This design comes from an exercise in tuning for small area, a short achievable clock period and few clock cycles on the open sky130 flow, not from production work.
RTL that was checked went through simulation tests only; none was proved equivalent to the original.
No functional check of the RTL was part of runs 2 to 5.

$ cat constraint.sdc
create_clock -name core_clock -period 110.0 [get_ports {clk}]
set_input_delay 22.0000 -clock core_clock [delete_from_list [all_inputs] [get_ports {clk}]]
set_output_delay 22.0000 -clock core_clock [all_outputs]
set_load 0.01 [all_outputs]
$ cat design.v
`timescale 1ns / 1ps
module divisor_clk #(parameter WIDTH = 24,
                 parameter WIDTHZ = (WIDTH*2)) 
(
    input logic clk,          
    input logic arst,         
    input logic start, 
    input logic [WIDTH-1:0] a, 
    input logic [WIDTH-1:0] b, 
    output logic done, 
    output logic div_by_zero,               
    output logic [WIDTH-1:0] q, 
    output logic [WIDTH-1:0] f,
    output logic [WIDTHZ-1:0] z
);
    typedef enum logic [1:0] {
        IDLE, COMPUTE_INT, COMPUTE_FRAC, DONE
    } state_t;
    state_t state, next_state;
    logic [WIDTH:0] part_r, next_part_r;
    logic [WIDTH:0] d, next_d;
    logic [WIDTH-1:0] q_i, next_q_i; 
    logic [WIDTH-1:0] next_q, next_f;
    logic [5:0] bit_counter, next_bit_counter;
    logic next_done, next_div_by_zero;
    logic [WIDTHZ-1:0] next_z;
    always_comb begin
        next_state = state;
        next_part_r = part_r;
        next_q_i = q_i;
        next_q = q;
        next_f = f;
        next_bit_counter = bit_counter;
        next_done = 0;
        next_div_by_zero = div_by_zero;
        next_d = d;
        next_z = z;
        case (state)
            IDLE: begin
                if (start) begin
                    next_div_by_zero = 0;
                    if (b == 0) begin
                        next_div_by_zero = 1;
                        next_q = 0;
                        next_f = 0;
                        next_state = DONE;
                    end else if (a < b) begin
                        next_q = 0;
                        next_part_r = {1'b0, a};
                        next_bit_counter = 0;
                        next_f = 0;
                        next_state = COMPUTE_FRAC;
                    end else begin
                        next_div_by_zero = 0;
                        next_part_r = 0;
                        next_q_i = 0;
                        next_bit_counter = WIDTH;
                        next_state = COMPUTE_INT;
                    end
                end
            end
            COMPUTE_INT: begin
                if (bit_counter > 0) begin
                    next_part_r = {part_r[WIDTH-1:0], a[bit_counter-1]};
                    next_d = next_part_r - {1'b0, b};
                    if (next_d[WIDTH] == 0) begin
                        next_q_i = {q_i[WIDTH-2:0], 1'b1};
                        next_part_r = next_d;
                    end else begin
                        next_q_i = {q_i[WIDTH-2:0], 1'b0};
                    end
                    next_bit_counter = bit_counter - 1;
                end else begin
                    next_q = q_i;
                    next_bit_counter = 0;
                    next_f = 0;
                    next_state = COMPUTE_FRAC;
                end
            end
            COMPUTE_FRAC: begin
                for (int i = 0; i < WIDTH; i = i + 1) begin
                    next_part_r = next_part_r << 1;
                    if (next_part_r >= {1'b0, b}) begin
                        next_part_r = next_part_r - {1'b0, b};
                        next_f = {next_f[WIDTH-2:0], 1'b1};
                    end else begin
                        next_f = {next_f[WIDTH-2:0], 1'b0};
                    end
                end
                next_state = DONE;
            end
            DONE: begin
                next_done = 1;
                next_z = {next_q, next_f};
                if (!start) begin  
                    next_state = IDLE;
                end
            end
        endcase
    end
    always_ff @(posedge clk or posedge arst) begin
        if (arst) begin
            q <= 0;
            f <= 0;
            part_r <= 0;
            div_by_zero <= 0;
            done <= 0;
            state <= IDLE;
            bit_counter <= 0;
            z <= 0;
        end else begin
            q <= next_q;
            f <= next_f;
            part_r <= next_part_r;
            div_by_zero <= next_div_by_zero;
            done <= next_done;
            state <= next_state;
            bit_counter <= next_bit_counter;
            q_i <= next_q_i;
            d <= next_d;
            z <= next_z;
        end
    end
endmodule
$ cat config.mk
export PLATFORM = sky130hd
export DESIGN_NAME = divisor_clk
export DESIGN_NICKNAME = divisor_clk
export VERILOG_FILES = /design/flow/design.v
export SDC_FILE = /design/flow/constraint.sdc
export NUM_CORES = 4
export LEC_CHECK = 0
export CAP_MARGIN = 20
export CORE_MARGIN = 2
export CORE_UTILIZATION = 40
export PLACE_DENSITY = 0.6
export SLEW_MARGIN = 20
$ cat run.sh
#!/bin/bash
# synth_recipe.tcl (not shown) runs the flow's synth.tcl, then flattens the netlist and writes it again
# the make line also repeats each setting of config.mk as NAME=value (left out here)
make -C /OpenROAD-flow-scripts/flow DESIGN_CONFIG=/design/flow/config.mk WORK_HOME=/design/flow/orfs CLKGATE_MAP_FILE= SYNTH_SCRIPT=/design/flow/synth_recipe.tcl finish
==> results of run 1 <==
==> logic make-up after synthesis <==
family	synth area share
AOI/OAI and AO/OA	0.2841
xor gates and xnor gates	0.08178
adders and majority gates	0.1763
buffers and inverters	0.04265
DFF	0.09538
muxes	0.1291
and+or+nand+nor	0.1906
==> critical path, delay by kind of cell <==
| kind | cells | cell delay (ns) |
|---|---|---|
| buf+inv | 35 | 5.22 |
| xor+xnor | 1 | 0.22 |
| simple gates | 52 | 8.15 |
| fa+ha+maj | 24 | 7.11 |
| mux | 18 | 5.25 |
| compound gates | 336 | 56.23 |
==> path summary, 6_finish.rpt <==
kind | startpoint | end | cells after the start
worst max register to register | part_r[0] | part_r[5] | 465
worst max-delay path | b[18] | part_r[5] | 466
worst min-delay path | div_by_zero | div_by_zero | 2
min in group asynchronous | arst | done | 2
max in group asynchronous | arst | z[4] | 3
worst min register to register | div_by_zero | div_by_zero | 2
==> layer usage <==
metal,wire length [um],up-vias,share of wire,global-route usage
li1,-,23850,-,-
met1,83780,23576,0.46,0.4684
met2,76780,1903,0.42,0.4994
met3,16370,327,0.090,0.06103
met4,5683,6,0.031,0.1003
met5,39,-,0.00021,0
==> repair_timing <==
action / CTS / global route
resized for setup: 50 / 249
buffers inserted: 1 / 20
setup endpoints to repair: 25 / 26
pin swaps: 5 / 53
hold endpoints to repair: 0 / 0
==> through the flow <==
step	instance area [um2]	hold WS [ns]	TNS (ns)
finish	57790	0.4883	0
CTS	57150	0.4958	0
detailed placement	56450	0.4725	-55.88
global route	57780	0.5201	-2.814
global placement	56450	0.4765	-0.1003
floorplan	41930	0.4719	0
==> state kept, by name, summed over array words and instances (netlist names) <==
signal / flops
q: 24
part_r: 24
f: 24
z: 48
div_by_zero: 1
q_i: 24
done: 1
state: 2
bit_counter: 6
==> layout by cell type, fill, tap and decap left out, drive strengths merged, types with 107 or more instances in the layout <==
master         Yosys  routed
xor2             150     150
nor3             121     121
xnor2            239     239
a21o             239     239
inv              271     274
a21oi            443     443
ha               584     584
nor2             505     505
dfrtp            130     130
o21ai            425     425
nand4            107     107
mux2             375     375
nand2            535     535
buf               79    1629
clkdlybuf4s50      0     137
o21a             130     130
==> synthesized netlist by cell type (all sizes together), types with 23 or more instances <==
master    n  area, um2
and2     68      425.4
nand2b   71      444.2
xor2    150       1314
o21bai   55      412.9
nand2   535       2011
o21a    130      975.9
inv     271       1017
o21ai   425       2131
dfrtp   130       3253
nor4     27      168.9
nor2    505       1911
a31oi    47      300.3
buf      79      417.9
or2      24      150.1
or3      23      148.9
o31ai    33      247.7
o211ai   40      310.3
nor2b    63      394.1
ha      584       7307
xnor2   239       2093
clkbuf   91      341.6
nor3    121      615.6
nand3    73      365.4
mux2i    98      993.4
and3     41      256.5
a21boi   96      720.7
edfxtp   24      720.7
a221o    25      250.2
a211oi   51      392.9
nand4   107      669.4
mux2    375       4227
a21oi   443       2243
a21o    239       1794
==> layout make-up <==
class | instances | area (um2) | area share
Timing Repair Buffer | 1776 | 13790 | 0.2386
Clock buffer | 17 | 425.4 | 0.007362
Tap cell | 1380 | 1727 | 0.02988
Clock inverter | 15 | 192.7 | 0.003334
Antenna cell | 3 | 7.507 | 0.0001299
Sequential cell | 154 | 3974 | 0.06877
Multi-Input combinational cell | 4963 | 36650 | 0.6342
Inverter | 271 | 1023 | 0.01771
==> results.txt, run 1 <==
Synthesized Nets=6,195; Worst-path clk slew=0.09 ns; Post-DP HPWL=146.6 mm; FMAX=0.009608 GHz; GRT Overall Usage=0.3290; fillers=9,902; port bufs=148; clk_skew=0.02421 ns; CP max-delay cell=clkdlybuf4s50_1; Tcrit/Tclk final=0.9462; CP startpoint kind=input pin; largest net degree at the start of global routing=72; clock buffer depth=2; Root Driver=clkbuf_16; DRC=0; Final Non-Filler Cells=8,579; IO Pins=149; most numerous cell on the critical path=o21ai_1; critical path type=input pin to register; Wirelength per Cell=21.29 um; Netlist Area Pre-Place=0.04166 mm2; initial antenna violation count=6; 1st-iter DRT viols=4,222; Max FO, Critical Path=14; worst path arrival time=104.45 ns; die height=326.7 um; Slew headroom=0.3856; Crit path required time=110.37 ns; Die W=326.7 um; Hold Buf Count CTS=0; Unique masters post-synth=110; Core ar.=0.1033 mm2; Inst Count DP=8,522; Area Growth Syn to Fin=38.70%; Initial DRT Pass Iterations=6; Yosys warning count=1; worst-margin pin slew=0.9146 ns; Via Count=49,662; RePlAce Congestion=1.013; R2R setup slack=27.60 ns; max cap viols=0; outcome=finished clean; Die ar.=0.1068 mm2; layout cells sized above 1=0.3128; DRT antenna net count=0; EDFF count, synth=24; final worst slack=5.923 ns; post-layout minimum cycle time=104.08 ns; fraction of registers with async set/reset=0.8442; Via density=5.789; H-tree Lvls=4; vias in the first global route=47,086; syn avg cell area=7.496 um2; sequential element share of the synthesized area=0.09538; clock latency (worst-skew pair)=0.51 ns; Final Util=0.5591; dpl ws=-2.465 ns; total gr overflow=0; Mapped Cells=5,558; # setup viols final=0; TritonCTS Buffers=17; Synth Flop Type=dfrtp_1; Final #Nets=7,820; Starting Density=0.4031; row count=118; Hold Path Class=register to register; Fin. Hold Viols=0; flop and latch count out of synthesis=154; CTS tree=yes; CTS sink cnt=154; kind of end point of the critical path=register; routed wire length=182.6 mm; first-pass GRT wire length=275.5 mm; CP max stage delay=0.69 ns; max-slew violations=0
Testbench counts, summed over its fixed seeds: cycles 46,719.
==> run 2: changes to the inputs <==
==> design.v (replaced) <==
`timescale 1ns / 1ps
module divisor_clk #(parameter WIDTH = 24,
                 parameter WIDTHZ = (WIDTH*2))
(
    input logic clk,
    input logic arst,
    input logic start,
    input logic [WIDTH-1:0] a,
    input logic [WIDTH-1:0] b,
    output logic done,
    output logic div_by_zero,
    output logic [WIDTH-1:0] q,
    output logic [WIDTH-1:0] f,
    output logic [WIDTHZ-1:0] z
);
    localparam K = 6;
    logic             busy;
    logic [2:0]       cnt;         
    logic [WIDTH-1:0] rem;         
    logic [WIDTH-1:0] div;         
    logic [WIDTHZ-1:0] qd;         
    logic b_zero;
    logic [WIDTH-1:0]  rem_init;
    logic [WIDTHZ-1:0] qd_init;
    logic [2:0]       cnt_init;
    assign b_zero = (b == 0);
    logic ok18;
    assign ok18 = (a[23:6] < b);
    logic ok24;
    assign ok24 = (a < b);
    always_comb begin
        rem_init = '0;
        qd_init  = {a, 24'b0};
        cnt_init = 3'd7;
        if (ok18) begin
            rem_init = {18'b0, a[23:6]};
            qd_init  = {a[5:0], 42'b0};
            cnt_init = 3'd4;
        end
        if (ok24) begin
            rem_init = a;
            qd_init  = '0;
            cnt_init = 3'd3;
        end
    end
    logic [WIDTH-1:0]  r_s [0:K];
    logic [WIDTHZ-1:0] q_s [0:K];
    assign r_s[0] = rem;
    assign q_s[0] = qd;
    for (genvar i = 0; i < K; i++) begin : g_step
        logic [WIDTH:0] x, y, t;
        logic qb;
        assign x = {r_s[i], q_s[i][WIDTHZ-1]};
        assign y = {1'b0, div};
        logic [WIDTH+1:0] g, p;
        logic [WIDTH+2:0] bw;
        assign g = {1'b0, ~x & y};
        assign p = {1'b0, ~(x ^ y)};
        assign bw[0] = 1'b0;
        for (genvar j = 0; j <= WIDTH; j = j + 2) begin : g_grp
            logic gg, pp;
            assign gg = g[j+1] | (p[j+1] & g[j]);
            assign pp = p[j+1] & p[j];
            assign bw[j+1] = g[j] | (p[j] & bw[j]);
            assign bw[j+2] = gg | (pp & bw[j]);
        end
        assign t = x ^ y ^ bw[WIDTH:0];
        assign qb = ~t[WIDTH];
        assign r_s[i+1] = qb ? t[WIDTH-1:0] : x[WIDTH-1:0];
        assign q_s[i+1] = {q_s[i][WIDTHZ-2:0], qb};
    end
    always_ff @(posedge clk or posedge arst) begin
        if (arst) begin
            busy <= 1'b0;
            done <= 1'b0;
            cnt <= '0;
            div_by_zero <= 1'b0;
        end else begin
            done <= 1'b0;
            if (busy) begin
                if (cnt == 0) begin
                    busy <= 1'b0;
                    done <= 1'b1;
                end
                cnt <= cnt - 1'b1;
            end else if (start) begin
                div_by_zero <= b_zero;
                if (b_zero) begin
                    done <= 1'b1;
                end else begin
                    busy <= 1'b1;
                    cnt <= cnt_init;
                end
            end
        end
    end
    always_ff @(posedge clk) begin
        div <= b;
        if (busy) begin
            rem <= r_s[K];
            qd  <= q_s[K];
        end else if (b_zero) begin
            rem <= '0;
            qd  <= '0;
        end else begin
            rem <= rem_init;
            qd  <= qd_init;
        end
    end
    assign q = qd[WIDTHZ-1:WIDTH];
    assign f = qd[WIDTH-1:0];
    assign z = qd;
endmodule
==> run 2 against run 1 <==
Core utilization shrank 9.2 points. Maximum frequency rose to 3.8 times the previous value. Global-route usage shrank 10 points. Final cell count down 77%. Wire length is 80% lower. Via count decreased by 78%. Critical path depth fell by 438. Synthesized area down 69%. Setup slack better by 76 ns. Hold slack better by 0.013 ns. Clock skew down 0.019 ns. Die area fell by 69%. Highest routed layer is now met4.
==> results.txt, run 2 <==
outcome=finished clean; syn avg cell area=8.763 um2 (+17%); Sum Neg Setup Slack=0 ns (unchanged); flop and latch count out of synthesis=102 (-34%); Hold Path Class=register to register; most numerous cell on the critical path=a21o_1; Slew headroom=0.2519 (-0.1337); total gr overflow=0 (unchanged); R2R setup slack=89.92 ns (+62.32 ns); ranking of synthesized cells by area=ha_1 (18%), dfxtp_1 (15%), fa_1 (10%); max cap viols=0 (unchanged); Worst R2R Path Depth=71 (-85%); critical path type=input pin to register; die height=183.0 um (-44%); DRC=0 (unchanged); fraction of registers with async set/reset=0.05882 (-0.7853); Crit path required time=110.23 ns (-0.14 ns); CP max-delay cell=a21oi_1; post-CTS setup buffer count=0 (-1); HP Start=qd[16]; RePlAce Congestion=0.8861 (-12%); RSZ-0062 raised after global routing=no; CP startpoint kind=input pin; commonest non-fill, non-tap cell in the layout=ha_1; Max FO, Critical Path=17 (+3); top cell type's share of synthesized area=0.1787 (+0.003342); Die ar.=0.03347 mm2 (-69%); Initial DRT Pass Iterations=5 (-1); Wirelength per Cell=19.04 um (-11%); Hold Buf Count CTS=0 (unchanged); Worst-path clk slew=0.07 ns (-0.02 ns); Fin. Hold Viols=0 (unchanged); vias in the first global route=11,270 (-76%); Post-Layout Inst Area=0.01475 mm2 (-74%); Core ar.=0.03156 mm2 (-69%); Via density=5.583 (-3.6%); Post-DP HPWL=31.26 mm (-79%); crit path to=rem[13]; Unique masters post-synth=79 (-28%); commonest cells after routing, fill and taps aside=ha_1 (183), clkdlybuf4s50_1 (148), inv_1 (115); DRT antenna net count=0 (unchanged); IO Pins=149 (unchanged); clock buffer depth=2 (unchanged); H-tree Lvls=3 (-1); worst path arrival time=27.91 ns (-76.54 ns); initial antenna violation count=1 (-5); Area Growth Syn to Fin=15.16%; post-layout minimum cycle time=27.68 ns (-76.40 ns); CTS tree=yes; Root Driver=clkbuf_16; worst flop-to-flop path endpoint=rem[6]; row count=65 (-45%); Reg-to-Reg Start=div[1]; CTS sink cnt=102 (-34%); Yosys warning count=3 (+2); Synthesized Nets=1,762 (-72%); area leader, netlist=ha_1; Netlist Area Pre-Place=0.01281 mm2 (-69%); Synth Flop Type=dfxtp_1; kind of end point of the critical path=register; max-slew violations=0 (unchanged); Final #Nets=1,846 (-76%); 1st-iter DRT viols=519 (-88%); worst-margin pin slew=1.113 ns (+0.1981 ns); Post-synth top cells=ha_1 (183), inv_1 (115), a21oi_1 (103), nand2_1 (98), dfxtp_1 (96); first-pass GRT wire length=59.71 mm (-78%); Starting Density=0.4060 (+0.002864); diode count=0 (-3); port bufs=148 (unchanged); top flop regs=qd: 48 flops, div: 24 flops, rem: 24 flops; max reg flops=48 (unchanged); largest net degree at the start of global routing=71 (-1.4%); routed wire length=37.18 mm (-80%); CP max stage delay=0.60 ns (-0.09 ns); post-CTS sizing=0 (-100%); clock latency (worst-skew pair)=0.34 ns (-0.17 ns); top-count cell post-synth=ha_1; clk_skew=0.005293 ns (-0.01892 ns); layout cells sized above 1=0.06512 (-0.2477); Via Count=10,903 (-78%); Die W=183.0 um (-44%); fillers=3,035 (-69%); Top reg by flops=qd; Tcrit/Tclk final=0.2516 (-0.6946); FMAX=0.03613 GHz (+280%); DP Area=0.01443 mm2 (-74%); crit path from=b[1]; TritonCTS Buffers=9 (-8); GRT Overall Usage=0.2263 (-0.1027); Mapped Cells=1,462 (-74%); EDFF count, synth=0 (-100%); sequential element share of the synthesized area=0.1617 (+0.06635); # setup viols final=0 (unchanged)
-- run 2: worst min-delay path by stage --
stage,to,cells past startpoint
2_1_floorplan,done,1
3_3_place_gp,qd[22],1
3_5_place_dp,qd[22],1
4_1_cts,qd[22],1
5_1_grt,qd[22],1
6_report,qd[22],1
-- run 2: worst max-delay path: cells and delay by family --
| family | cells | cell delay, ns |
|---|---|---|
| AOI/OAI and AO/OA | 24 | 4.84 |
| buffers and inverters | 2 | 0.55 |
| adders and majority gates | 1 | 0.27 |
| and+or+nand+nor | 1 | 0.23 |
-- run 2: metal layers --
metal,up-vias,share of wire,track usage
met1,5259,0.46,0.2979
met5,-,0,0
li1,5337,-,-
met3,35,0.043,0.01946
met2,272,0.48,0.4012
met4,0,0.019,0.05344
-- run 2: cell families after synthesis --
kind of cell | Yosys count | synth area share
buffers and inverters | 202 | 0.07501
DFF | 102 | 0.1617
adders and majority gates | 249 | 0.2819
muxes | 102 | 0.08546
AOI/OAI and AO/OA | 410 | 0.2198
xor gates and xnor gates | 77 | 0.05381
and+or+nand+nor | 320 | 0.1223
-- run 2: final cells by class --
class	instances	area, um2	area share
multi-input cells	1158	9857	0.6681
flip-flops and latches	102	2073	0.1405
repair buffers	159	1564	0.1060
well taps	402	503.0	0.03409
inverters	116	435.4	0.02951
clock buffers	12	267.8	0.01815
clock inverters	4	52.55	0.003562
-- run 2: stage by stage --
stage          std cells  setup WS (ns)  hold WS [ns]    util
3_3_place_gp        1937          81.97        0.4841  0.4572
6_report            1953          82.32        0.5016  0.4675
2_1_floorplan       1462          82.97        0.4739       -
3_5_place_dp        1937          81.95        0.4739  0.4572
4_1_cts             1953          82.27        0.5020  0.4673
5_1_grt             1953          82.05        0.5272  0.4675
==> run 3: changes to the inputs <==
--- a/design.v
+++ b/design.v
@@ -13,7 +13,7 @@
     output logic [WIDTH-1:0] f,
     output logic [WIDTHZ-1:0] z
 );
-    localparam K = 6;
+    localparam K = 7;
     logic             busy;
     logic [2:0]       cnt;         
     logic [WIDTH-1:0] rem;         
@@ -24,22 +24,22 @@
     logic [WIDTHZ-1:0] qd_init;
     logic [2:0]       cnt_init;
     assign b_zero = (b == 0);
-    logic ok18;
-    assign ok18 = (a[23:6] < b);
-    logic ok24;
-    assign ok24 = (a < b);
+    logic ok13;
+    assign ok13 = (|b[23:13]);
+    logic ok20;
+    assign ok20 = (|b[23:20]);
     always_comb begin
         rem_init = '0;
-        qd_init  = {a, 24'b0};
-        cnt_init = 3'd7;
-        if (ok18) begin
-            rem_init = {18'b0, a[23:6]};
-            qd_init  = {a[5:0], 42'b0};
+        qd_init  = {1'b0, a, 23'b0};
+        cnt_init = 3'd6;
+        if (ok13) begin
+            rem_init = {13'b0, a[23:11]};
+            qd_init  = {a[10:0], 37'b0};
             cnt_init = 3'd4;
         end
-        if (ok24) begin
-            rem_init = a;
-            qd_init  = '0;
+        if (ok20) begin
+            rem_init = {20'b0, a[23:4]};
+            qd_init  = {a[3:0], 44'b0};
             cnt_init = 3'd3;
         end
     end
==> run 3 against run 2 <==
Still clean on timing, DRC and antenna. Setup slack better by 2.9 ns. Synthesized area up 5.4%. Core utilization down 0.29 points. Die area up 5.3%. Hold slack worse by 0.0069 ns. Count of clock-buffer cells in the layout down 2. Largest cell class unchanged. Highest routed layer unchanged.
==> results.txt, run 3 <==
outcome=finished clean; most numerous cell on the critical path=nor2_1; CP max-delay cell=nand3_1; initial antenna violation count=0 (-1); clock buffer depth=2 (unchanged); post-CTS setup buffer count=0 (unchanged); Post-DP HPWL=36.44 mm (+17%); max reg flops=48 (unchanged); die height=187.8 um (+2.6%); Fin. Hold Viols=0 (unchanged); total gr overflow=0 (unchanged); syn avg cell area=8.702 um2 (-0.69%); diode count=0 (unchanged); Wirelength per Cell=21.21 um (+11%); Sum Neg Setup Slack=0 ns (unchanged); row count=67 (+3.1%); area leader, netlist=ha_1; Worst-path clk slew=0.07 ns (about the same); Core ar.=0.03336 mm2 (+5.7%); routed wire length=44.23 mm (+19%); Post-synth top cells=ha_1 (167), a21oi_1 (119), nand2_1 (106), inv_1 (99), dfxtp_1 (96); WP buf/inv=1 (-1); mux cell area share after synthesis=0.09329 (+0.007835); post-CTS sizing=0 (unchanged); Starting Density=0.4048 (-0.001202); worst path arrival time=25.06 ns (-2.85 ns); DRT antenna net count=0 (unchanged); Tcrit/Tclk final=0.2256 (-0.02601); RSZ-0062 raised after global routing=no; GRT Overall Usage=0.2517 (+0.02539); CP max stage delay=0.63 ns (+0.03 ns); Max FO, Critical Path=14 (-3); H-tree Lvls=3 (unchanged); sequential element share of the synthesized area=0.1534 (-0.008316); layout cells sized above 1=0.08186 (+0.01674); Netlist Area Pre-Place=0.01351 mm2 (+5.4%); clock latency (worst-skew pair)=0.36 ns (+0.02 ns); Top delay family on crit path=simple AND/OR/NAND/NOR gates; FMAX=0.04030 GHz (+12%); Inst Count DP=2,069 (+6.8%); flop and latch count out of synthesis=102 (unchanged); post-synthesis compound-gate area fraction=0.2135 (-0.006301); Final #Nets=1,926 (+4.3%); fillers=3,265 (+7.6%); Crit path required time=110.25 ns (+0.02 ns); largest net degree at the start of global routing=55 (-23%); Unique masters post-synth=94 (+19%); worst path cell trace=clkdlybuf4s50_1 -> nor4_1 -> nand3_1 -> nor2_1 -> or3_1 -> nor2_1 -> a22o_1; first-pass GRT wire length=69.10 mm (+16%); vias in the first global route=12,181 (+8.1%); EDFF count, synth=0 (unchanged); Top reg by flops=qd; Area Growth Syn to Fin=14.78%; commonest cells after routing, fill and taps aside=ha_1 (167), clkdlybuf4s50_1 (148), a21oi_1 (119); commonest non-fill, non-tap cell in the layout=ha_1; Via density=5.766 (+3.3%); Adder-Cell Fraction of Synth Area=0.2681 (-0.01375); TritonCTS Buffers=9 (unchanged); top cell type's share of synthesized area=0.1547 (-0.02401); Die ar.=0.03525 mm2 (+5.3%); # setup viols final=0 (unchanged); simple-gate share of the synthesized area=0.1416 (+0.01928); Hold Buf Count CTS=0 (unchanged); Yosys warning count=3 (unchanged); RePlAce Congestion=0.9434 (+6.5%); synthesized-area fraction occupied by xor and xnor cells=0.05901 (+0.005200); Synthesized Nets=1,846 (+4.8%); Synth Flop Type=dfxtp_1; Slew headroom=0.3153 (+0.06344); max cap viols=0 (unchanged); CTS sink cnt=102 (unchanged); clk_skew=0.01013 ns (+0.004835 ns); ranking of synthesized cells by area=ha_1 (15%), dfxtp_1 (14%), fa_1 (11%); DRC=0 (unchanged); post-layout minimum cycle time=24.82 ns (-2.861 ns); IO Pins=149 (unchanged); Root Driver=clkbuf_16; Final Util=0.4646 (-0.002927); Final Non-Filler Cells=2,085 (+6.8%); Mapped Cells=1,552 (+6.2%); kind of end point of the critical path=register; port bufs=148 (unchanged); top-count cell post-synth=ha_1; Hold Path Class=register to register; critical path type=input pin to register; CP startpoint kind=input pin; Die W=187.8 um (+2.6%); 1st-iter DRT viols=823 (+59%); R2R setup slack=85.98 ns (-3.94 ns); max-slew violations=0 (unchanged); CTS tree=yes; fraction of registers with async set/reset=0.05882 (unchanged); worst-margin pin slew=1.023 ns (-0.08943 ns); largest family of logic cells by synthesized area=adder cells; top flop regs=qd: 48 flops, div: 24 flops, rem: 24 flops; Via Count=12,022 (+10%); Initial DRT Pass Iterations=5 (unchanged)
## run 3: cell types whose count changed after synthesis, moves of 10 or more
cell     change
a21oi_1     +16
a221o_1     -18
and2_1      -17
fa_1        +10
ha_1        -16
inv_1       -16
mux2_2      +12
mux2i_1     +10
nand3_1     +16
nand4_1     +12
nor3_1      +14
o21a_1      -12
## run 3: final timing paths
path / startpoint / depth (start not counted) / to
max: b[16] / 7 / qd[24]
min: qd[30] / 2 / qd[37]
max reg2reg: div[1] / 82 / rem[13]
min reg2reg: qd[30] / 2 / qd[37]
max in group asynchronous: arst / 2 / busy
min in group asynchronous: arst / 2 / div_by_zero
## run 3: through the flow
step           instance area [um2]  setup slack (ns)  hold slack [ns]
6_report                     15500             85.18           0.4947
5_1_grt                      15500             84.30           0.5163
4_1_cts                      15500             85.12           0.4973
3_5_place_dp                 15150             84.76           0.4760
3_3_place_gp                 15150             84.80           0.4801
2_1_floorplan                13510             85.81           0.4996
## run 3: cell families after synthesis
| group | count (synthesis) |
|---|---|
| adder cells (fa/ha/maj) | 244 |
| AND/OR/NAND/NOR | 380 |
| buffers and inverters | 199 |
| multiplexers | 119 |
| AO/OA/AOI/OAI | 417 |
| flip-flops | 102 |
| XOR/XNOR | 91 |
## run 3: area by class of cell
type                    count  area, um2  share of cell area
flip-flops and latches    102       2073              0.1337
multi-input cells        1251      10520              0.6787
clock inverters             6      115.1            0.007426
clock buffers              10      229.0             0.01477
repair buffers            167       1624              0.1048
inverters                 101      379.1             0.02446
well taps                 448      560.5             0.03616
## run 3: worst register-to-register path: cells and delay by family, from the launching register on
kind                       cells  cell delay, ns
AOI/OAI and AO/OA             40           11.18
xor gates and xnor gates       4            0.78
adders and majority gates      7            2.68
buffers and inverters         10            3.31
DFF                            1            0.47
muxes                          4            1.61
and+or+nand+nor               17            3.90
## run 3: routing by layer
layer	vias to the layer above	wire length, um	track usage
li1	5724	-	-
met1	5808	19330	0.3191
met2	421	20990	0.4365
met3	69	2508	0.03481
met4	0	1401	0.08934
met5	-	0	0
==> run 4: changes to the inputs <==
--- a/design.v
+++ b/design.v
@@ -13,34 +13,34 @@
     output logic [WIDTH-1:0] f,
     output logic [WIDTHZ-1:0] z
 );
-    localparam K = 7;
+    localparam K = 5;
     logic             busy;
-    logic [2:0]       cnt;         
+    logic [3:0]       cnt;         
     logic [WIDTH-1:0] rem;         
     logic [WIDTH-1:0] div;         
     logic [WIDTHZ-1:0] qd;         
     logic b_zero;
     logic [WIDTH-1:0]  rem_init;
     logic [WIDTHZ-1:0] qd_init;
-    logic [2:0]       cnt_init;
+    logic [3:0]       cnt_init;
     assign b_zero = (b == 0);
     logic ok13;
     assign ok13 = (|b[23:13]);
-    logic ok20;
-    assign ok20 = (|b[23:20]);
+    logic ok23;
+    assign ok23 = b[23];
     always_comb begin
         rem_init = '0;
-        qd_init  = {1'b0, a, 23'b0};
-        cnt_init = 3'd6;
+        qd_init  = {2'b0, a, 22'b0};
+        cnt_init = 4'd9;
         if (ok13) begin
             rem_init = {13'b0, a[23:11]};
             qd_init  = {a[10:0], 37'b0};
-            cnt_init = 3'd4;
+            cnt_init = 4'd6;
         end
-        if (ok20) begin
-            rem_init = {20'b0, a[23:4]};
-            qd_init  = {a[3:0], 44'b0};
-            cnt_init = 3'd3;
+        if (ok23) begin
+            rem_init = {23'b0, a[23:1]};
+            qd_init  = {a[0:0], 47'b0};
+            cnt_init = 4'd4;
         end
     end
     logic [WIDTH-1:0]  r_s [0:K];
==> run 4 against run 3 <==
Non-clock buffer count decreased by 9. Clock skew increased by 0.0037 ns. Still clean on timing, DRC and antenna. Core utilization increased by 1.1 points. Global-route usage decreased by 1.5 points. Synthesized cell count decreased by 22%. Setup slack improved by 0.94 ns. Wire length decreased by 26%. Final cell count decreased by 22%. Hold slack improved by 0.0019 ns. Synthesized area decreased by 21%. Critical path type unchanged.
==> results.txt, run 4 <==
Top delay family on crit path=simple AND/OR/NAND/NOR gates; CTS tree=yes; top flop regs=qd: 48 flops, div: 24 flops, rem: 24 flops; Root Driver=clkbuf_16; Area Growth Syn to Fin=16.80%; worst path arrival time=24.12 ns (-0.94 ns); Netlist Area Pre-Place=0.01061 mm2 (-21%); Max FO, Critical Path=5 (-9); Final Util=0.4757 (+0.01113); Worst-path clk slew=0.09 ns (+0.02 ns); TritonCTS Buffers=9 (unchanged); DRC=0 (unchanged); RePlAce Congestion=0.8774 (-7.0%); most numerous cell on the critical path=nor2_1; RSZ-0062 raised after global routing=no; CP max stage delay=0.45 ns (-0.18 ns); post-CTS sizing=0 (unchanged); vias in the first global route=8,869 (-27%); max cap viols=0 (unchanged); Top reg by flops=qd; area leader, netlist=dfxtp_1; Unique masters post-synth=77 (-18%); port bufs=148 (unchanged); H-tree Lvls=3 (unchanged); routed wire length=32.65 mm (-26%); max-slew violations=0 (unchanged); outcome=finished clean; Synthesized Nets=1,441 (-22%); sequential element share of the synthesized area=0.1976 (+0.04415); first-pass GRT wire length=51.84 mm (-25%); Hold Buf Count CTS=0 (unchanged); Starting Density=0.4073 (+0.002523); Initial DRT Pass Iterations=6 (+1); post-layout minimum cycle time=23.88 ns (-0.9374 ns); clk_skew=0.01387 ns (+0.003740 ns); die height=166.9 um (-11%); Synth Flop Type=dfxtp_1; worst path cell trace=clkdlybuf4s50_1 -> nor4_1 -> nand4_1 -> nor2_1 -> nor2_1 -> mux2_2 -> nand2_1 -> o21ai_0; clock buffer depth=2 (unchanged); top-count cell post-synth=ha_1; GRT Overall Usage=0.2363 (-0.01532); FMAX=0.04188 GHz (+3.9%); Post-synth top cells=ha_1 (118), dfxtp_1 (96), nand2_1 (94), a21oi_1 (91), o21ai_0 (81); # setup viols final=0 (unchanged); IO Pins=149 (unchanged); worst-margin pin slew=1.006 ns (-0.01689 ns); Post-Layout Inst Area=0.01240 mm2 (-20%); diode count=0 (unchanged); DRT antenna net count=0 (unchanged); Sum Neg Setup Slack=0 ns (unchanged); post-CTS setup buffer count=0 (unchanged); largest net degree at the start of global routing=67 (+22%); DP Area=0.01208 mm2 (-20%); initial antenna violation count=0 (unchanged); Crit path required time=110.24 ns (about the same); Die ar.=0.02785 mm2 (-21%); 1st-iter DRT viols=629 (-24%); ranking of synthesized cells by area=dfxtp_1 (18%), ha_1 (14%), fa_1 (11%); Hold Path Class=register to register; Via Count=9,068 (-25%); WP buf/inv=1 (unchanged); Core ar.=0.02606 mm2 (-22%); Final #Nets=1,521 (-21%); commonest cells after routing, fill and taps aside=clkdlybuf4s50_1 (148), ha_1 (118), dfxtp_1 (96); syn avg cell area=8.729 um2 (+0.31%); Post-DP HPWL=27.16 mm (-25%); clock latency (worst-skew pair)=0.36 ns (about the same); top cell type's share of synthesized area=0.1811 (+0.02635); row count=59 (-12%); CP max-delay cell=clkdlybuf4s50_1; commonest non-fill, non-tap cell in the layout=clkdlybuf4s50_1; Fin. Hold Viols=0 (unchanged); critical path type=input pin to register; Slew headroom=0.3291 (+0.01378); flop and latch count out of synthesis=103 (+0.98%); Via density=5.543 (-3.9%); Yosys warning count=3 (unchanged); CP startpoint kind=input pin; total gr overflow=0 (unchanged); kind of end point of the critical path=register; layout cells sized above 1=0.06687 (-0.01499); fraction of registers with async set/reset=0.06796 (+0.009138); CTS sink cnt=103 (+0.98%); max reg flops=48 (unchanged); EDFF count, synth=0 (unchanged); Mapped Cells=1,216 (-22%); Tcrit/Tclk final=0.2171 (-0.008522); Wirelength per Cell=19.96 um (-5.9%); Die W=166.9 um (-11%)
[run 4: cells by family after synthesis]
family	count (synthesis)	share of synthesized area
AO/OA/AOI/OAI	325	0.2056
XOR/XNOR	70	0.06024
adder cells (fa/ha/maj)	175	0.2457
buffers and inverters	170	0.07898
flip-flops	103	0.1976
multiplexers	80	0.08075
AND/OR/NAND/NOR	293	0.1312
[run 4: layer usage]
metal,up-vias,GRT usage,share of wire
li1,4444,-,-
met1,4376,0.3302,0.47
met2,219,0.3969,0.47
met3,29,0.02329,0.039
met4,0,0.04910,0.020
met5,-,0,0
[run 4: layout make-up]
cell class                      count  area, um2
Sequential cell                   103       2098
Tap cell                          335      419.2
Multi-Input combinational cell    943       7697
Inverter                           81      304.0
Timing Repair Buffer              158       1556
Fill cell                        2582      13660
Clock buffer                        9      225.2
Clock inverter                      7      96.34
[run 4: path summary, 6_finish.rpt]
kind                       depth (start not counted)  slack, ns      end    from
min in group asynchronous                          2      21.88   cnt[3]    arst
setup / recovery                                   8      86.12   cnt[1]    b[1]
setup reg to reg                                  54      92.08  rem[23]  div[1]
max in group asynchronous                          2      87.88     busy    arst
hold reg to reg                                    1       0.50   qd[18]  qd[13]
hold / removal                                     1       0.50   qd[18]  qd[13]
[run 4: stage by stage]
| step | instances | setup slack, ns | hold slack, ns |
|---|---|---|---|
| 6_report | 1636 | 86.12 | 0.4966 |
| 3_5_place_dp | 1620 | 85.76 | 0.4723 |
| 2_1_floorplan | 1216 | 86.37 | 0.4804 |
| 5_1_grt | 1636 | 85.98 | 0.5191 |
| 3_3_place_gp | 1620 | 85.79 | 0.4693 |
| 4_1_cts | 1636 | 86.14 | 0.4986 |
==> run 5: changes to the inputs <==
--- a/design.v
+++ b/design.v
@@ -19,25 +19,21 @@
     logic [WIDTH-1:0] rem;         
     logic [WIDTH-1:0] div;         
     logic [WIDTHZ-1:0] qd;         
-    logic b_zero;
+    logic             dz;          
+    assign dz = (div == '0);
     logic [WIDTH-1:0]  rem_init;
     logic [WIDTHZ-1:0] qd_init;
     logic [3:0]       cnt_init;
-    assign b_zero = (b == 0);
-    logic ok13;
-    assign ok13 = (|b[23:13]);
-    logic ok23;
-    assign ok23 = b[23];
     always_comb begin
         rem_init = '0;
         qd_init  = {2'b0, a, 22'b0};
         cnt_init = 4'd9;
-        if (ok13) begin
+        if ((|b[23:13])) begin
             rem_init = {13'b0, a[23:11]};
             qd_init  = {a[10:0], 37'b0};
             cnt_init = 4'd6;
         end
-        if (ok23) begin
+        if (b[23]) begin
             rem_init = {23'b0, a[23:1]};
             qd_init  = {a[0:0], 47'b0};
             cnt_init = 4'd4;
@@ -78,19 +74,15 @@
         end else begin
             done <= 1'b0;
             if (busy) begin
-                if (cnt == 0) begin
+                div_by_zero <= dz;
+                if (cnt == 0 || dz) begin
                     busy <= 1'b0;
                     done <= 1'b1;
                 end
                 cnt <= cnt - 1'b1;
             end else if (start) begin
-                div_by_zero <= b_zero;
-                if (b_zero) begin
-                    done <= 1'b1;
-                end else begin
-                    busy <= 1'b1;
-                    cnt <= cnt_init;
-                end
+                busy <= 1'b1;
+                cnt <= cnt_init;
             end
         end
     end
@@ -98,10 +90,7 @@
         div <= b;
         if (busy) begin
             rem <= r_s[K];
-            qd  <= q_s[K];
-        end else if (b_zero) begin
-            rem <= '0;
-            qd  <= '0;
+            qd  <= dz ? '0 : q_s[K];
         end else begin
             rem <= rem_init;
             qd  <= qd_init;
--- a/config.mk
+++ b/config.mk
@@ -5,6 +5,7 @@
 export SDC_FILE = /design/flow/constraint.sdc
 export NUM_CORES = 4
 export LEC_CHECK = 0
+export ABC_AREA = 1
 export CAP_MARGIN = 20
 export CORE_MARGIN = 2
 export CORE_UTILIZATION = 40
==> run 5 against run 4 <==
Setup slack got worse by 0.92 ns. Still clean. Wire length decreased by 12%. Synthesized cell count rose by 8.4%. Core utilization fell by 0.62 points. Die area down 3.7%. Count of clock-buffer cells in the layout unchanged. Hold slack got worse by 0.036 ns.
==> results.txt, run 5 <==
outcome=finished clean; most numerous cell on the critical path=nand2_1; Synth Flop Type=dfxtp_1; Yosys warning count=3 (unchanged); TritonCTS Buffers=9 (unchanged); 1st-iter DRT viols=342 (-46%); Wirelength per Cell=16.54 um (-17%); clk_skew=0.01074 ns (-0.003129 ns); critical path type=input pin to register; Max FO, Critical Path=16 (+11); area leader, netlist=dfxtp_1; Via density=4.941 (-11%); Unique masters post-synth=45 (-42%); sequential element share of the synthesized area=0.2054 (+0.007795); max reg flops=48 (unchanged); fillers=2,569 (-0.50%); Reg-to-Reg Start=div[0]; register area=0.002097 mm2 (about the same); total gr overflow=0 (unchanged); RePlAce Congestion=0.9100 (+3.7%); syn avg cell area=7.747 um2 (-11%); flop and latch count out of synthesis=103 (unchanged); Area Growth Syn to Fin=15.45%; Via Count=8,563 (-5.6%); Die W=163.8 um (-1.9%); vias in the first global route=8,585 (-3.2%); Initial DRT Pass Iterations=5 (-1); fraction of registers with async set/reset=0.06796 (unchanged); R2R setup slack=93.09 ns (+1.01 ns); Crit path required time=110.26 ns (+0.02 ns); post-CTS sizing=0 (unchanged); EDFF count, synth=0 (unchanged); WP buf/inv=2 (+1); initial antenna violation count=0 (unchanged); worst flop-to-flop path endpoint=rem[10]; Hold Buf Count CTS=0 (unchanged); worst path cell trace=clkdlybuf4s50_1 -> or4_1 -> nor4_1 -> nand2_1 -> inv_1 -> nor2_1 -> a22oi_1 -> nand2_1; post-CTS setup buffer count=0 (unchanged); Slew headroom=0.4384 (+0.1093); kind of end point of the critical path=register; CP startpoint kind=input pin; CTS tree=yes; dpl ws=84.84 ns (-0.9196 ns); DRT antenna net count=0 (unchanged); die height=163.8 um (-1.9%); WHS Endpoint=qd[13]; IO Pins=149 (unchanged); diode count=0 (unchanged); clock latency (worst-skew pair)=0.37 ns (about the same); Hold Path Stages=2 (+1); Root Driver=clkbuf_16; Post-DP HPWL=22.74 mm (-16%); Tcrit/Tclk final=0.2254 (+0.008349); worst path arrival time=25.05 ns (+0.93 ns); layout cells sized above 1=0.1091 (+0.04218); worst-margin pin slew=0.8393 ns (-0.1670 ns); Fin. Hold Viols=0 (unchanged); # setup viols final=0 (unchanged); Sum Neg Setup Slack=0 ns (unchanged); HP Start=qd[8]; CP max stage delay=0.62 ns (+0.17 ns); H-tree Lvls=3 (unchanged); Worst R2R Path Depth=140 (+160%); post-layout minimum cycle time=24.80 ns (+0.9184 ns); Die ar.=0.02682 mm2 (-3.7%); CTS sink cnt=103 (unchanged); top flop regs=qd: 48 flops, div: 24 flops, rem: 24 flops; max-slew violations=0 (unchanged); RSZ-0062 raised after global routing=no; CP max-delay cell=or4_1; clock buffer depth=2 (unchanged); routed wire length=28.66 mm (-12%); top-count cell post-synth=nand2_1; Inst Count DP=1,717 (+6.0%); Final #Nets=1,623 (+6.7%); Core ar.=0.02511 mm2 (-3.6%); final worst slack=85.20 ns (-0.9184 ns); FMAX=0.04033 GHz (-3.7%); Top reg by flops=qd; top cell type's share of synthesized area=0.1882 (+0.007144); Mapped Cells=1,318 (+8.4%); Top delay family on crit path=simple AND/OR/NAND/NOR gates; Starting Density=0.4067 (-0.0006405); Netlist Area Pre-Place=0.01021 mm2 (-3.8%); Final Non-Filler Cells=1,733 (+5.9%); commonest cells after routing, fill and taps aside=nand2_1 (298), inv_1 (176), clkdlybuf4s50_1 (148); commonest non-fill, non-tap cell in the layout=nand2_1; Post-synth top cells=nand2_1 (298), inv_1 (176), ha_1 (118), dfxtp_1 (96), o21ai_0 (72); largest net degree at the start of global routing=47 (-30%); first-pass GRT wire length=46.48 mm (-10%); port bufs=148 (unchanged); row count=58 (-1.7%); Worst-path clk slew=0.08 ns (about the same); DRC=0 (unchanged); ranking of synthesized cells by area=dfxtp_1 (19%), ha_1 (14%), fa_1 (11%); Synthesized Nets=1,543 (+7.1%); max cap viols=0 (unchanged); Hold Path Class=register to register; GRT Overall Usage=0.2245 (-0.01187); Multi-input gate area=0.006701 mm2 (-13%)
run 5: layout make-up:
| cell class | count | area share |
|---|---|---|
| repair buffers | 153 | 0.1288 |
| clock inverters | 7 | 0.006580 |
| well taps | 330 | 0.03502 |
| clock buffers | 9 | 0.01910 |
| inverters | 201 | 0.06411 |
| multi-input cells | 930 | 0.5685 |
| flip-flops and latches | 103 | 0.1779 |
run 5: worst min-delay path, stage by stage (launching register included):
cell,delay (ns)
dfxtp_1,0.34
inv_1,0.05
nor2_1,0.03
run 5: per-stage QoR:
step / util / hold slack [ns] / instance area (um2)
final: 0.4695 / 0.4607 / 11790
after detailed placement: 0.4574 / 0.4536 / 11490
after global placement: 0.4574 / 0.4447 / 11490
after floorplan: - / 0.4590 / 10210
after global routing: 0.4695 / 0.4821 / 11790
after CTS: 0.4695 / 0.4649 / 11790
run 5: cell families after synthesis:
group	share of synthesized area
AND/OR/NAND/NOR	0.2456
XOR/XNOR	0.04889
AO/OA/AOI/OAI	0.09337
buffers and inverters	0.1383
multiplexers	0.01409
adder cells (fa/ha/maj)	0.2544
flip-flops	0.2054
run 5: how the worst max path moves through the flow:
stage | startpoint | endpoint | cells past startpoint
finish | b[23] | rem[2] | 8
global route | b[23] | rem[2] | 8
CTS | b[23] | rem[2] | 8
detailed placement | b[23] | rem[2] | 8
global placement | b[23] | rem[10] | 8
floorplan | b[23] | rem[10] | 8
run 5: per-layer routing:
layer / global-route usage / share of wire
met1: 0.2994 / 0.47
met2: 0.3825 / 0.47
met3: 0.03005 / 0.041
met4: 0.05861 / 0.018
met5: 0 / 0
==> run 6: changes to the inputs <==
--- a/design.v
+++ b/design.v
@@ -13,9 +13,9 @@
     output logic [WIDTH-1:0] f,
     output logic [WIDTHZ-1:0] z
 );
-    localparam K = 5;
+    localparam K = 7;
     logic             busy;
-    logic [3:0]       cnt;         
+    logic [2:0]       cnt;         
     logic [WIDTH-1:0] rem;         
     logic [WIDTH-1:0] div;         
     logic [WIDTHZ-1:0] qd;         
@@ -23,20 +23,20 @@
     assign dz = (div == '0);
     logic [WIDTH-1:0]  rem_init;
     logic [WIDTHZ-1:0] qd_init;
-    logic [3:0]       cnt_init;
+    logic [2:0]       cnt_init;
     always_comb begin
         rem_init = '0;
-        qd_init  = {2'b0, a, 22'b0};
-        cnt_init = 4'd9;
+        qd_init  = {1'b0, a, 23'b0};
+        cnt_init = 3'd6;
         if ((|b[23:13])) begin
             rem_init = {13'b0, a[23:11]};
             qd_init  = {a[10:0], 37'b0};
-            cnt_init = 4'd6;
+            cnt_init = 3'd4;
         end
-        if (b[23]) begin
-            rem_init = {23'b0, a[23:1]};
-            qd_init  = {a[0:0], 47'b0};
-            cnt_init = 4'd4;
+        if ((|b[23:20])) begin
+            rem_init = {20'b0, a[23:4]};
+            qd_init  = {a[3:0], 44'b0};
+            cnt_init = 3'd3;
         end
     end
     logic [WIDTH-1:0]  r_s [0:K];
==> run 6 against run 5 <==
Still clean on timing, DRC and antenna. Synthesized cell count rose by 29%. Non-clock buffer count rose by 5. Cell area grew 20%. Core utilization fell by 0.68 points.
==> results.txt, run 6 <==
largest family of logic cells by synthesized area=adder cells; Mapped Cells=1,700 (+29%); CTS sink cnt=102 (-0.97%); 1st-iter DRT viols=531 (+55%); DRT antenna net count=0 (unchanged); most numerous cell on the critical path=inv_1; port bufs=148 (unchanged); Final Util=0.4628 (-0.006751); Post-synth top cells=nand2_1 (437), inv_1 (234), ha_1 (167), dfxtp_1 (96), nand3_1 (85); Tcrit/Tclk final=0.2173 (-0.008135); DRC=0 (unchanged); Hold Path Class=register to register; sequential element share of the synthesized area=0.1658 (-0.03955); Starting Density=0.4074 (+0.0007658); post-layout minimum cycle time=23.90 ns (-0.8949 ns); CP max stage delay=0.61 ns (about the same); Post-DP HPWL=28.36 mm (+25%); GRT Overall Usage=0.2205 (-0.003965); Wirelength per Cell=16.27 um (-1.6%); first-pass GRT wire length=57.20 mm (+23%); Initial DRT Pass Iterations=5 (unchanged); commonest cells after routing, fill and taps aside=nand2_1 (437), inv_1 (234), ha_1 (167); crit path from=b[19]; Final #Nets=2,070 (+28%); Die ar.=0.03267 mm2 (+22%); total gr overflow=0 (unchanged); Netlist Area Pre-Place=0.01250 mm2 (+22%); Fin. Hold Viols=0 (unchanged); dpl ws=85.71 ns (+0.8763 ns); flop and latch count out of synthesis=102 (-0.97%); clk_skew=0.01345 ns (+0.002714 ns); layout cells sized above 1=0.09601 (-0.01304); top-count cell post-synth=nand2_1; max reg flops=48 (unchanged); simple-gate share of the synthesized area=0.2526 (+0.007070); Adder-Cell Fraction of Synth Area=0.2890 (+0.03460); Core ar.=0.03067 mm2 (+22%); synthesized-area fraction occupied by xor and xnor cells=0.05677 (+0.007883); Yosys warning count=3 (unchanged); commonest non-fill, non-tap cell in the layout=nand2_1; EDFF count, synth=0 (unchanged); Reg-to-Reg Start=div[1]; row count=64 (+10%); kind of end point of the critical path=register; fillers=3,066 (+19%); max-slew violations=0 (unchanged); Unique masters post-synth=43 (-4.4%); Slew headroom=0.3484 (-0.09003); worst-margin pin slew=0.9751 ns (+0.1358 ns); Top reg by flops=qd; critical path type=input pin to register; post-CTS setup buffer count=0 (unchanged); mux cell area share after synthesis=0.01061 (-0.003478); ranking of synthesized cells by area=ha_1 (17%), dfxtp_1 (15%), nand2_1 (13%); TritonCTS Buffers=9 (unchanged); max cap viols=0 (unchanged); syn avg cell area=7.350 um2 (-5.1%); top flop regs=qd: 48 flops, div: 24 flops, rem: 24 flops; Crit path required time=110.27 ns (about the same); diode count=0 (unchanged); Area Growth Syn to Fin=13.58%; FMAX=0.04184 GHz (+3.7%); die height=180.7 um (+10%); final worst slack=86.10 ns (+0.8949 ns); register area=0.002072 mm2 (-1.2%); Worst-path clk slew=0.08 ns (about the same); Root Driver=clkbuf_16; vias in the first global route=10,825 (+26%); routed wire length=35.42 mm (+24%); CTS tree=yes; HP Start=qd[4]; fraction of registers with async set/reset=0.05882 (-0.009138); Die W=180.7 um (+10%); clock buffer depth=2 (unchanged); worst path cell trace=clkdlybuf4s50_1 -> or4_1 -> nor2_1 -> nand2_1 -> inv_1 -> nor2_1 -> inv_1 -> o22ai_1 -> inv_1 -> nand2_1; H-tree Lvls=3 (unchanged); Max FO, Critical Path=21 (+5); worst path arrival time=24.17 ns (-0.88 ns); initial antenna violation count=0 (unchanged); Final Non-Filler Cells=2,177 (+26%); RSZ-0062 raised after global routing=no; Via density=4.959 (+0.36%); Synthesized Nets=1,994 (+29%); Via Count=10,796 (+26%); clock latency (worst-skew pair)=0.38 ns (about the same); Sum Neg Setup Slack=0 ns (unchanged); post-CTS sizing=0 (unchanged); Hold Buf Count CTS=0 (unchanged); Multi-input gate area=0.008766 mm2 (+31%); largest net degree at the start of global routing=47 (unchanged); # setup viols final=0 (unchanged); CP startpoint kind=input pin; Synth Flop Type=dfxtp_1; area leader, netlist=ha_1; IO Pins=149 (unchanged); RePlAce Congestion=0.8730 (-4.1%); post-synthesis compound-gate area fraction=0.09252 (-0.0008506); CP max-delay cell=or4_1; top cell type's share of synthesized area=0.1672 (-0.02099); Inst Count DP=2,161 (+26%); outcome=finished clean
==> run 6: changes by cell type after synthesis, sizes merged, moves of 5 or more <==
cell	previous run	this run
a21oi	58	78
clkinv	11	18
clkbuf	21	27
a32o	8	0
nand3	102	110
ha	118	167
o21ai	82	103
nand2	366	523
a22oi	13	4
xnor2	42	62
fa	56	76
o22ai	0	10
o221ai	3	8
inv	190	248
==> run 6: kinds of logic (layout without fill, tap and decap cells) <==
logic type / after synthesis / after routing
buffers and inverters: 360 / 441
AND/OR/NAND/NOR: 692 / 692
adder cells (fa/ha/maj): 243 / 243
AO/OA/AOI/OAI: 210 / 210
flip-flops: 102 / 102
multiplexers: 12 / 12
XOR/XNOR: 81 / 81
==> run 6: critical path, delay by kind of cell <==
kind                   cells  cell delay (ns)
buffers and inverters      4             1.04
and+or+nand+nor            5             0.98
AOI/OAI and AO/OA          1             0.14
==> run 6: final cells by class <==
cell class                      instances  share of cell area
Clock buffer                           11             0.01781
Clock inverter                          5            0.003262
Inverter                              267             0.07070
Multi-Input combinational cell       1238              0.6176
Sequential cell                       102              0.1460
Tap cell                              396             0.03491
Timing Repair Buffer                  158              0.1097
==> run 6: metrics by stage <==
step / cell area [um2] / hold slack (ns)
4_1_cts: 14190 / 0.4542
5_1_grt: 14190 / 0.4723
3_5_place_dp: 13890 / 0.4335
2_1_floorplan: 12500 / 0.4649
6_report: 14190 / 0.4515
3_3_place_gp: 13890 / 0.4374
==> run 6: path summary, 6_finish.rpt <==
check / to / slack, ns / depth (start not counted)
max: rem[5] / 86.10 / 10
max in group asynchronous: cnt[0] / 87.96 / 2
min reg2reg: qd[11] / 0.45 / 2
min: qd[11] / 0.45 / 2
min in group asynchronous: cnt[1] / 21.84 / 2
max reg2reg: rem[11] / 86.84 / 196
==> run 6: layer usage <==
metal  part of all wire  routed length [um]  GRT usage  vias up
li1                   -                   -          -     5490
met1               0.46               16290     0.2876     4992
met2               0.47               16540     0.3769      267
met3              0.047                1682    0.03044       47
met4              0.026                 909    0.06839        0
met5                  0                   0          0        -
Testbench counts of run 6, summed over its fixed seeds: cycles 16,768.
==> run 7: changes to the inputs <==
==> flow/run.sh (new file) <==
#!/bin/bash
set -euo pipefail
export BUFFER_PORTS_ARGS="-buffer_cell sky130_fd_sc_hd__buf_1"
bash standard.sh > standard.log 2>&1
==> standard.sh (new file) <==
#!/bin/bash
# synth_recipe.tcl (not shown) runs the flow's synth.tcl, then flattens the netlist and writes it again
# the make line also repeats each setting of config.mk as NAME=value (left out here)
make -C /OpenROAD-flow-scripts/flow DESIGN_CONFIG=/design/flow/config.mk WORK_HOME=/design/flow/orfs CLKGATE_MAP_FILE= SYNTH_SCRIPT=/design/flow/synth_recipe.tcl "${@:-finish}"
--- a/config.mk
+++ b/config.mk
@@ -9,5 +9,6 @@
 export CAP_MARGIN = 20
 export CORE_MARGIN = 2
 export CORE_UTILIZATION = 40
+export CTS_BUF_LIST = sky130_fd_sc_hd__clkbuf_8
 export PLACE_DENSITY = 0.6
 export SLEW_MARGIN = 20
removed: run.sh
==> run 7 against run 6 <==
Core utilization is 3.4 points lower. Final cell count decreased by 0.14%. Synthesized area did not move. Global-route usage is 0.94 points lower. Count of clock-buffer cells in the layout unchanged. First-iteration DRC count up 9.2%. Non-clock buffer count decreased by 3. Clock skew rose by 0.0011 ns.
==> results.txt, run 7 <==
Max FO, Critical Path=21 (unchanged); routed wl met3=1.555 mm (-7.6%); largest family of logic cells by synthesized area=adder cells; Final #Nets=2,067 (-0.14%); RSZ-0062 raised after global routing=no; GRT Overall Usage=0.2111 (-0.009401); Root Driver=clkbuf_8; Wirelength per Cell=15.58 um (-4.2%); Core ar.=0.03067 mm2 (unchanged); Inst Count DP=2,158 (-0.14%); synthesized-area fraction occupied by xor and xnor cells=0.05677 (unchanged); Die W=180.7 um (unchanged); commonest non-fill, non-tap cell in the layout=nand2_1; diode count=0 (unchanged); IO Pins=149 (unchanged); post-layout minimum cycle time=23.56 ns (-0.3386 ns); Crit path required time=110.30 ns (+0.03 ns); clock latency (worst-skew pair)=0.40 ns (+0.02 ns); clock buffer depth=2 (unchanged); Via density=4.914 (-0.90%); Multi-input gate area=0.008766 mm2 (unchanged); initial antenna violation count=0 (unchanged); Slew headroom=0.3789 (+0.03054); RePlAce Congestion=0.8675 (-0.63%); CTS sink cnt=102 (unchanged); outcome=finished clean; post-CTS setup buffer count=0 (unchanged); fraction of registers with async set/reset=0.05882 (unchanged); EDFF count, synth=0 (unchanged); simple-gate share of the synthesized area=0.2526 (unchanged); Synth Flop Type=dfxtp_1; Worst-path clk slew=0.10 ns (+0.02 ns); kind of end point of the critical path=register; area leader, netlist=ha_1; register area=0.002072 mm2 (unchanged); top sig layer=met4; die height=180.7 um (unchanged); row count=64 (unchanged); CP startpoint kind=input pin; top-count cell post-synth=nand2_1; ranking of synthesized cells by area=ha_1 (17%), dfxtp_1 (15%), nand2_1 (13%); Tcrit/Tclk final=0.2142 (-0.003078); Synthesized Nets=1,994 (unchanged); Fin. Hold Viols=0 (unchanged); Final Non-Filler Cells=2,174 (-0.14%); H-tree Lvls=3 (unchanged); Hold Path Class=register to register; Post-DP HPWL=27.50 mm (-3.0%); Area Growth Syn to Fin=5.327%; Starting Density=0.4074 (unchanged); mux cell area share after synthesis=0.01061 (unchanged); Unique masters post-synth=43 (unchanged); fillers=3,148 (+2.7%); flop and latch count out of synthesis=102 (unchanged); Initial DRT Pass Iterations=6 (+1); Sum Neg Setup Slack=0 ns (unchanged); clk_skew=0.01453 ns (+0.001079 ns); # setup viols final=0 (unchanged); Die ar.=0.03267 mm2 (unchanged); layout cells sized above 1=0.09449 (-0.001525); critical path type=input pin to register; total gr overflow=0 (unchanged); Via Count=10,684 (-1.0%); Mapped Cells=1,700 (unchanged); top cell type's share of synthesized area=0.1672 (unchanged); post-synthesis compound-gate area fraction=0.09252 (unchanged); commonest cells after routing, fill and taps aside=nand2_1 (437), inv_1 (234), ha_1 (167); DRC=0 (unchanged); Netlist Area Pre-Place=0.01250 mm2 (unchanged); met2 wire length=15.98 mm (-3.4%); Yosys warning count=3 (unchanged); Adder-Cell Fraction of Synth Area=0.2890 (unchanged); TritonCTS Buffers=9 (unchanged); CTS tree=yes; largest net degree at the start of global routing=47 (unchanged); 1st-iter DRT viols=580 (+9.2%); met1 WL=15.42 mm (-5.3%); routed wire length=33.87 mm (-4.4%); vias in the first global route=10,464 (-3.3%); worst path arrival time=23.86 ns (-0.31 ns); max-slew violations=0 (unchanged); max reg flops=48 (unchanged); DRT antenna net count=0 (unchanged); sequential element share of the synthesized area=0.1658 (unchanged); port bufs=148 (unchanged); Top reg by flops=qd; Hold Buf Count CTS=0 (unchanged); worst-margin pin slew=0.9294 ns (-0.04569 ns); first-pass GRT wire length=54.95 mm (-3.9%); max cap viols=0 (unchanged); syn avg cell area=7.350 um2 (unchanged); Post-synth top cells=nand2_1 (437), inv_1 (234), ha_1 (167), dfxtp_1 (96), nand3_1 (85); post-CTS sizing=0 (unchanged); FMAX=0.04244 GHz (+1.4%); top flop regs=qd: 48 flops, div: 24 flops, rem: 24 flops
==> run 7: cell counts after synthesis <==
Identical to the previous run, type by type.
==> run 7: area by class of cell <==
cell class              count  area share
flip-flops and latches    102      0.1574
repair buffers            155     0.04620
clock inverters             5    0.004943
clock buffers              11     0.01150
well taps                 396     0.03765
inverters                 267     0.07624
multi-input cells        1238      0.6660
==> run 7: cells by family after synthesis <==
kind of cell | after synthesis
fa+ha+maj | 243
flops | 102
xor+xnor | 81
buf+inv | 360
compound gates | 210
mux | 12
simple gates | 692
==> run 7: worst max-delay path: stages <==
cell and delay [ns]:
buf_1 0.08, or4_1 0.59, nor2_1 0.12, nand2_1 0.11, inv_1 0.09, nor2_1 0.09, inv_1 0.49, o22ai_1 0.15
inv_1 0.09, nand2_1 0.05
==> run 7: layer usage <==
layer / vias to the layer above / track usage
met5: - / 0
li1: 5483 / -
met1: 4871 / 0.2728
met4: 0 / 0.06516
met3: 55 / 0.02862
met2: 275 / 0.3646
==> run 7: path summary, 6_finish.rpt <==
kind                       depth (start not counted)       to    from  slack (ns)
setup reg to reg                                 197  rem[11]  div[1]       86.90
hold / removal                                     2   qd[15]   qd[8]        0.45
min in group asynchronous                          2   cnt[2]    arst       21.47
max in group asynchronous                          2   cnt[1]    arst       88.33
setup / recovery                                  10   rem[7]   b[19]       86.44
hold reg to reg                                    2   qd[15]   qd[8]        0.45
==> run 7: stage by stage <==
stage                 util  setup WS [ns]  area [um2]  hold slack [ns]
floorplan                -          86.58       12500           0.4649
global placement    0.4221          86.07       12940           0.4298
detailed placement  0.4221          86.03       12940           0.4366
CTS                 0.4291          86.47       13160           0.4538
global route        0.4291          84.47       13160           0.4738
finish              0.4291          86.44       13160           0.4503
==> run 8: changes to the inputs <==
--- a/config.mk
+++ b/config.mk
@@ -9,6 +9,5 @@
 export CAP_MARGIN = 20
 export CORE_MARGIN = 2
 export CORE_UTILIZATION = 40
-export CTS_BUF_LIST = sky130_fd_sc_hd__clkbuf_8
 export PLACE_DENSITY = 0.6
 export SLEW_MARGIN = 20
==> run 8 against run 7 <==
Register-to-register slack got worse by 0.08 ns. First-iteration DRC count rose by 13%. Via count rose by 0.66%. Die area did not move. Final cell count did not move. Core utilization rose by 0.33 points. Synthesized cell count did not move. Clock skew fell by 0.0025 ns. Wire length rose by 0.46%. Synthesized area did not move. Cell area rose by 0.77%.
==> results.txt, run 8 <==
worst-margin pin slew=0.9379 ns (+0.008480 ns); Via Count=10,755 (+0.66%); flop and latch count out of synthesis=102 (unchanged); Mapped Cells=1,700 (unchanged); Synthesized Nets=1,994 (unchanged); Initial DRT Pass Iterations=7 (+1); post-CTS setup buffer count=0 (unchanged); FMAX=0.04241 GHz (about the same); Wirelength per Cell=15.65 um (+0.46%); Top reg by flops=qd; CP startpoint kind=input pin; Root Driver=clkbuf_16; RSZ-0062 raised after global routing=no; DRT antenna net count=0 (unchanged); clk_skew=0.01200 ns (-0.002536 ns); # setup viols final=0 (unchanged); Post-DP HPWL=27.50 mm (unchanged); 1st-iter DRT viols=653 (+13%); Post-Layout Inst Area=0.01326 mm2 (+0.77%); fraction of registers with async set/reset=0.05882 (unchanged); critical path type=input pin to register; Post-synth top cells=nand2_1 (437), inv_1 (234), ha_1 (167), dfxtp_1 (96), nand3_1 (85); max reg flops=48 (unchanged); post-CTS sizing=0 (unchanged); max-slew violations=0 (unchanged); Area Growth Syn to Fin=6.138%; max cap viols=0 (unchanged); initial antenna violation count=0 (unchanged); Core ar.=0.03067 mm2 (unchanged); outcome=finished clean; EDFF count, synth=0 (unchanged); most numerous cell on the critical path=inv_1; worst path arrival time=23.84 ns (-0.02 ns); Worst R2R Path Depth=197 (unchanged); CTS tree=yes; Die ar.=0.03267 mm2 (unchanged); layout cells sized above 1=0.09449 (unchanged); H-tree Lvls=3 (unchanged); post-layout minimum cycle time=23.58 ns (+0.01570 ns); die height=180.7 um (unchanged); commonest non-fill, non-tap cell in the layout=nand2_1; ranking of synthesized cells by area=ha_1 (17%), dfxtp_1 (15%), nand2_1 (13%); Die W=180.7 um (unchanged); diode count=0 (unchanged); CP max-delay cell=or4_1; top flop regs=qd: 48 flops, div: 24 flops, rem: 24 flops; commonest cells after routing, fill and taps aside=nand2_1 (437), inv_1 (234), ha_1 (167); routed wire length=34.03 mm (+0.46%)
-- run 8: cell counts after synthesis --
Identical to the previous run, type by type.
-- run 8: metrics by stage --
step                  util  worst slack [ns]  cells  hold slack (ns)
floorplan                -             86.58   1700           0.4649
global placement    0.4221             86.07   2158           0.4298
detailed placement  0.4221             86.03   2158           0.4366
CTS                 0.4324             86.42   2174           0.4494
global route        0.4324             84.47   2174           0.4694
finish              0.4324             86.42   2174           0.4426
-- run 8: critical path: cells and delay by family --
kind	cells	cell delay [ns]
and+or+nand+nor	5	0.96
AOI/OAI and AO/OA	1	0.15
buffers and inverters	4	0.74
-- run 8: cells by family (layout without fill, tap and decap cells) --
group | after synthesis | count (layout) | synth area share
flops | 102 | 102 | 0.1658
simple gates | 692 | 692 | 0.2526
fa+ha+maj | 243 | 243 | 0.2890
compound gates | 210 | 210 | 0.09252
xor+xnor | 81 | 81 | 0.05677
mux | 12 | 12 | 0.01061
buf+inv | 360 | 438 | 0.1327
-- run 8: path summary, 6_finish.rpt --
path                       startpoint      end  slack (ns)
max                             b[19]   rem[7]       86.42
min                             qd[8]   qd[15]        0.44
max reg2reg                    div[1]  rem[11]       86.82
min reg2reg                     qd[8]   qd[15]        0.44
max in group asynchronous        arst     busy       88.29
min in group asynchronous        arst   cnt[2]       21.52
-- run 8: routing by layer --
layer	GRT usage	vias to the layer above	share of wire
met3	0.02882	55	0.047
li1	-	5484	-
met5	0	-	0
met4	0.06839	0	0.027
met2	0.3667	270	0.47
met1	0.2741	4946	0.46
-- run 8: cell type report --
type                    instances  area, um2
clock inverters                 5      65.06
flip-flops and latches        102       2072
clock buffers                  11      252.7
fillers                      3131      17410
multi-input cells            1238       8766
inverters                     267       1003
well taps                     396      495.5
repair buffers                155      608.1

==> separate check: timing with driven ports <==
The flow's constraints put no driver on any port. The routed layouts listed below were extracted and timed again, unchanged, in two steps. Step 1: set_driving_cell puts a clkbuf_16 on clk and a buf_2 on each other input, an assumption about the parent block. Step 2 times the ports against the registers' clock, not the clock port: input delays grow and output delays shrink by t, the midpoint of the rising clock arrivals with the driver on. a / b / c = no drivers / after step 1 / after step 2; a / b = the first two.
run	t, ns	setup slack, ns	worst register clock-pin slew, ns	worst data-port slew with drivers (ns)
run 1	0.552	5.923 / 5.936 / 5.384	0.10 / 0.10	0.12
run 2	0.385	82.324 / 82.335 / 81.950	0.07 / 0.07	0.05
run 3	0.398	85.185 / 85.203 / 84.805	0.08 / 0.08	0.05
run 4	0.399	86.122 / 86.144 / 85.745	0.09 / 0.09	0.06
run 5	0.410	85.204 / 85.223 / 84.812	0.08 / 0.08	0.05
run 6	0.423	86.099 / 86.128 / 85.705	0.08 / 0.08	0.05
run 7	0.440	86.437 / 86.463 / 86.023	0.11 / 0.11	0.04
run 8	0.412	86.422 / 86.451 / 86.039	0.08 / 0.08	0.04
After both steps every run listed still meets setup and hold. The setup slack of run 1, which loses most, moves by +0.013 ns with the drivers and by -0.539 ns with both steps.
